Background: an optimization exercise with open tools, aiming at small area, a short achievable clock period and few clock cycles per item. Do not read the settings as production practice. Only simulation tests tie the RTL to the original design; equivalence was not proved.

Design part_2_TOP, start of the top module:
module part_2_TOP (input clk, rst, start, input [1:0] MOD, input [15:0] Xbus,
                   output Ready, output [17:0] RBUS);
    reg        busy;       
    reg        ph;         
    reg [1:0]  mr;         
    reg [2:0]  k;          
    reg [7:0]  Bone, Btwo, Bneg;   
    reg        Bb15;               
    reg [15:0] U;          
    reg [17:0] acc;        
    reg [1:0]  lo2;        
    wire        nz = |Xbus;
    wire        gt = Xbus[15] & (|Xbus[14:0]);
    wire        c0 = nz & (~Xbus[0] | gt);
    wire [14:0] y  = Xbus[15:1];
    reg  [14:0] h;                     
    integer i;
    always @(*) begin
        for (i = 0; i < 15; i = i + 1)
            h[i] = y[i] ^ (c0 & ~|(y & ((15'd1 << i) - 15'd1)));
    end
    wire [15:0] t0 = {h, Xbus[0] ^ (nz & ~gt)};
    wire [15:0] pm;
    mul16hi mu (.a(U), .one(Bone), .two(Btwo), .neg(Bneg), .b15(Bb15), .y(pm));
    reg [2:0] last;
    always @(*) begin
        case (mr)
            2'd0: last = 3'd6;
            2'd1: last = 3'd6;
            2'd2: last = 3'd5;
            default: last = 3'd7;
        endcase
    end
    wire [2:0] kn = k + 3'd1;
    reg [15:0] cn;
    always @(*) begin
        case ({mr == 2'd3, kn})
            {1'b0, 3'd2}: cn = 16'h5555;
            {1'b0, 3'd3}: cn = 16'h4000;
            {1'b0, 3'd4}: cn = 16'h3333;
            {1'b0, 3'd5}: cn = 16'h2AAA;
            {1'b0, 3'd6}: cn = 16'h2492;
            {1'b0, 3'd7}: cn = 16'h2000;
            {1'b1, 3'd2}: cn = 16'hAAAA;
            {1'b1, 3'd3}: cn = 16'hC000;
  ...
For scale: ~1200 cells after synthesis, roughly 72 flip-flops, about 40 I/O pins, roughly 0.010 mm^2 of cells after synthesis.
==> flow/config.mk <==
export PLATFORM = sky130hd
export DESIGN_NAME = part_2_TOP
export DESIGN_NICKNAME = part_2_TOP
export VERILOG_FILES = /design/flow/design.v
export SDC_FILE = /design/flow/constraint.sdc
export NUM_CORES = 4
export LEC_CHECK = 0
export CAP_MARGIN = 5
export CORE_MARGIN = 2
export CORE_UTILIZATION = 40
export PLACE_DENSITY = 0.6
export SETUP_SLACK_MARGIN = 4.4
export SLEW_MARGIN = 5
==> flow/constraint.sdc <==
create_clock -name core_clock -period 10.0 [get_ports {clk}]
set_input_delay 2.0000 -clock core_clock [delete_from_list [all_inputs] [get_ports {clk}]]
set_output_delay 2.0000 -clock core_clock [all_outputs]
set_load 0.01 [all_outputs]
run.sh (not shown) runs the stock make flow with config.mk's settings and CLKGATE_MAP_FILE= SYNTH_SCRIPT=/design/flow/synth_recipe.tcl, a recipe that flattens the netlist after the stock synthesis.
Testbench counts at the start, summed over its fixed seeds: cycles 14,484, items 1,280.
Next try:
CAP_MARGIN = 20   (was 5)
SETUP_SLACK_MARGIN = 4.75   (was 4.4)
SLEW_MARGIN = 20   (was 5)
What happened: The new run ran to the end with no violations. Final area climbs by 7.7%. Synthesized cell count does not change. Die area does not change.
Next try:
CAP_MARGIN = 5   (was 20)
SETUP_SLACK_MARGIN = 4.6   (was 4.75)
SLEW_MARGIN = 5   (was 20)
Effect: Setup slack improved by 24 ps; fmax came out higher by 0.45%; design area came out lower by 5.0%; utilization came out lower by 2.4 points; via count came out lower by about 3%.
Next try:
SETUP_SLACK_MARGIN = 4.5   (was 4.6)
Result: Critical path depth came out lower by 1. Worst setup slack degrades by 53 ps. Design area falls by 2.0%.


Setup of run A:
part_2_TOP, a different RTL version from the one above (not shown whole).
For scale: roughly 40 I/O pins, about 11000 µm² of cells after synthesis.
export LEC_CHECK = 0
export CAP_MARGIN = 20
export CORE_MARGIN = 2
export CORE_UTILIZATION = 40
export PLACE_DENSITY = 0.6
export SETUP_SLACK_MARGIN = 5
export SLEW_MARGIN = 20
create_clock -name core_clock -period 10.0 [get_ports {clk}]
Run A | stages: all done | timing, DRC, antenna: all pass
Testbench counts of run A, summed over its fixed seeds: cycles 14,484, items 1,280.
Relative to run A, the following input files were edited for run B:
Settings: SETUP_SLACK_MARGIN now 4, was 5; PLACE_DENSITY now 0.8, was 0.6; CORE_UTILIZATION now 65, was 40.
Results
- Cmp run B vs run A: half-perimeter wire length after detailed placement lower in run B
- Looking at final core utilization, run B sits 20 points higher than run A does.
- Sort run B and run A by non-clock buffer count, ascending, and run B comes first.
- Max maximum number of pins on one net before global-route repair across run B and run A: run B
- Run A has higher signed area change from the synthesized netlist to the final layout than run B.
- On hold slack, run B does better than run A.
- The number of well taps in run A is 1.6 times that in run B.
- Looking at first-pass GRT wire length, run B sits 4400 µm below run A.
- Global-route usage delta for run B relative to run A: 11 points higher
Here is what was changed in the inputs of run C compared with run B.
Settings: swapping 65 for 40 in CORE_UTILIZATION; swapping 0.8 for 0.6 in PLACE_DENSITY.
[summary]
In run C the number of cells traversed by the worst register-to-register path turned out 2 lower than in run B.
Going from run B to run C, number of resized instances in the post-cts repair step grows by 1.
From run B to run C the numbers moved as follows: wire length up 0.82%; post-route standard cell area excluding fillers up 1.5%; non-clock buffer count up 3.
Cmp run C vs run B: aggregate global-route resource usage lower in run C
Against run B as the reference, run C delivers a higher growth of design area from synthesis to finish.
Compared to run B, run C has final critical-path required period 23 ps higher.
Setup changes, run C to run D
Settings: putting ABC_CLOCK_PERIOD_IN_PS at 4500 where nothing was set.
[summary]
On I/O pin count, run C tracks run D almost exactly. Setup slack: run D vs run C identical. Reported for run D and run C, area taken by flip-flops and latches turned out identical to the last digit. Re sum of met2 wire segment lengths after detailed routing: no difference whatsoever between run C and run D. Diff run D..run C | average wire per standard cell | unchanged. Run D ran to completion and came out clean on the timing, design-rule and antenna checks. Compared with run C, in run D cell area about even, global-route usage neither gained nor lost much, count of clock-buffer cells in the layout neither gained nor lost much. Between run D and run C, the wire length of the first global-routing pass does not differ in any meaningful way.


== run 1 ==
part_2_TOP with an RTL version that a note above also has.
Size in the first run: about 1200 cells after synthesis, about 72 flip-flops, roughly 40 I/O pins.
export LEC_CHECK = 0
export CAP_MARGIN = 20
export CORE_MARGIN = 2
export CORE_UTILIZATION = 40
export PLACE_DENSITY = 0.45
export SETUP_SLACK_MARGIN = 4.5
export SLEW_MARGIN = 20
create_clock -name core_clock -period 10.0 [get_ports {clk}]
Both conditions hold for run 1: the flow ran to the end and the final layout passed the timing, design-rule and antenna checks.
Testbench counts of run 1, summed over its fixed seeds: cycles 14,484, items 1,280.
Modified inputs, run 2 compared to run 1
Settings: swapping 0.45 for 0.6 in PLACE_DENSITY; swapping 20 for 0 in CAP_MARGIN; swapping 20 for 0 in SLEW_MARGIN.
==> comparison <==
From run 1 to run 2 the numbers moved as follows: total of plain and repair buffers excluding clock buffers down 12%; count of cell instances traversed by the critical path decreased 1; critical path arrival moved down; synthesized cell count roughly the same. Going from run 1 to run 2, number of placed I/O pins barely changed, fmax climbed 0.50%. Final clock period utilization by the worst path delta for run 2 relative to run 1: 0.26 points lower. RBUS[12] as the critical path capture point was reported by run 1, and RBUS[16] by run 2. Run 2 closes out successfully: all stages finished, all timing, DRC and antenna checks passed. Run 1 went all the way through synthesis, placement and routing and the layout is clean on timing, DRC and antenna. Looking at via-per-instance ratio across run 1 and run 2, the one that comes out lower is run 1.
Relative to run 2, the following input files were edited for run 3:
Settings: a change of SLEW_MARGIN from 0 to 20; a change of SETUP_SLACK_MARGIN from 4.5 to 4.25; a change of CAP_MARGIN from 0 to 20.
[summary]
- [run 3] share of cell area taken by multi-input logic gates rose 1.3 points relative to run 2
- There was hardly any difference in wire length of the first global-routing pass between run 2 and run 3.
- Measured against each other, run 3 and run 2 differ in worst hold slack across all endpoints, the higher figure coming from run 2.
- Cmp run 3 and run 2 / storage element area / higher: run 2
- Taking run 2 as the reference, in run 3 worst setup margin dropped 0.35 ns; sequential share of layout area barely changed.
Here is what was changed in the inputs of run 4 compared with run 3.
Settings: swapping 0.6 for 0.75 in PLACE_DENSITY; swapping 4.25 for 4.5 in SETUP_SLACK_MARGIN.
Findings:
Run 4: no failed stages, no open violations at the end. Share of the cycle needed by the critical path after routing on run 4 is down relative to run 3. Compare run 4 and run 3 | global-route usage higher: run 3. Run 4 ends up with a wire length of the first global-routing pass that is 1.7 mm lower than in run 3. As far as number of setup violations in the final report goes, run 4 and run 3 are indistinguishable; the numbers are identical. NOTE cell count after placement run 3->run 4 decreased slightly. Run 4 vs run 3, startpoint of the most critical setup path: sp vs sp2. Summary — final cell area excluding filler cells, run 4 relative to run 3: higher, by about 2.3%.


v6:
Another version of the RTL of part_2_TOP (not shown whole).
Size: ~1200 cells after synthesis, roughly 70 flip-flops, roughly 40 I/O pins.
clock: 10.0 ns
lec_check: 0
cap_margin: 20
core_margin: 2
core_utilization: 40
place_density: 0.6
setup_slack_margin: 5
slew_margin: 20
v6: all stages complete, timing, DRC and antenna checks passed
Testbench counts of v6, summed over its fixed seeds: cycles 14,484, items 1,280.
Relative to v6, the following input files were edited for v7:
- swapping 5 for 4.5 in SETUP_SLACK_MARGIN
Between v7 and v6, the difference in proportion of cell area spent on the clock network is negligible. Between v6 and v7, the flow reports quantity of gates resized following cts decreasing by more than half. Cmp v7 and v6 / met1 track utilization from global routing / lower: v7.

-- re-timing with driven ports --
Ports are ideal in the flow. The routed layouts listed here were re-timed in OpenROAD. Step 1 (the two cells are an assumption about what drives the block):
set clk [get_ports {clk}]
set_driving_cell -lib_cell sky130_fd_sc_hd__clkbuf_16 $clk
set_driving_cell -lib_cell sky130_fd_sc_hd__buf_2 [delete_from_list [all_inputs] $clk]
Step 2 adds t to the input delays and takes it off the output delays; t is the mean of the earliest and latest rising clock arrival at the registers after step 1. Input paths then give back, and output paths get back, about the clock's delay inside the block. Three values: ideal ports, drivers, drivers and shift; two values: the first two.
| run | t, ns | setup WS [ns] | worst setup path after step 2 | latest minus earliest clock arrival (ns) | pins driven straight from the clock port |
|---|---|---|---|---|---|
| the first run of note 1 | 0.383 | 4.622 / 4.579 / 4.691 | register to register | 0.009 / 0.009 | 1 |
| the second run of note 1 | 0.381 | 4.742 / 4.702 / 4.858 | register to register | 0.007 / 0.007 | 1 |
| the third run of note 1 | 0.380 | 4.765 / 4.724 / 4.849 | register to register | 0.009 / 0.009 | 1 |
| the fourth run of note 1 | 0.380 | 4.712 / 4.671 / 4.758 | register to register | 0.010 / 0.010 | 1 |
| run A | 0.372 | 4.820 / 4.820 / 4.820 | register to register | 0.006 / 0.007 | 1 |
| run B | 0.374 | 4.194 / 4.159 / 4.208 | register to register | 0.009 / 0.010 | 1 |
| run C | 0.378 | 4.171 / 4.129 / 4.250 | register to register | 0.006 / 0.006 | 1 |
| run D | 0.378 | 4.171 / 4.129 / 4.250 | register to register | 0.006 / 0.006 | 1 |
| run 1 | 0.394 | 4.686 / 4.639 / 4.757 | register to register | 0.007 / 0.007 | 1 |
| run 2 | 0.380 | 4.712 / 4.671 / 4.758 | register to register | 0.010 / 0.010 | 1 |
| run 3 | 0.377 | 4.361 / 4.320 / 4.593 | register to register | 0.009 / 0.009 | 1 |
| run 4 | 0.373 | 4.622 / 4.585 / 4.683 | register to register | 0.007 / 0.007 | 1 |
| v6 | 0.382 | 4.591 / 4.551 / 4.686 | register to register | 0.010 / 0.010 | 1 |
| v7 | 0.372 | 4.569 / 4.530 / 4.709 | register to register | 0.005 / 0.006 | 1 |
After both steps every run listed still meets setup and hold.
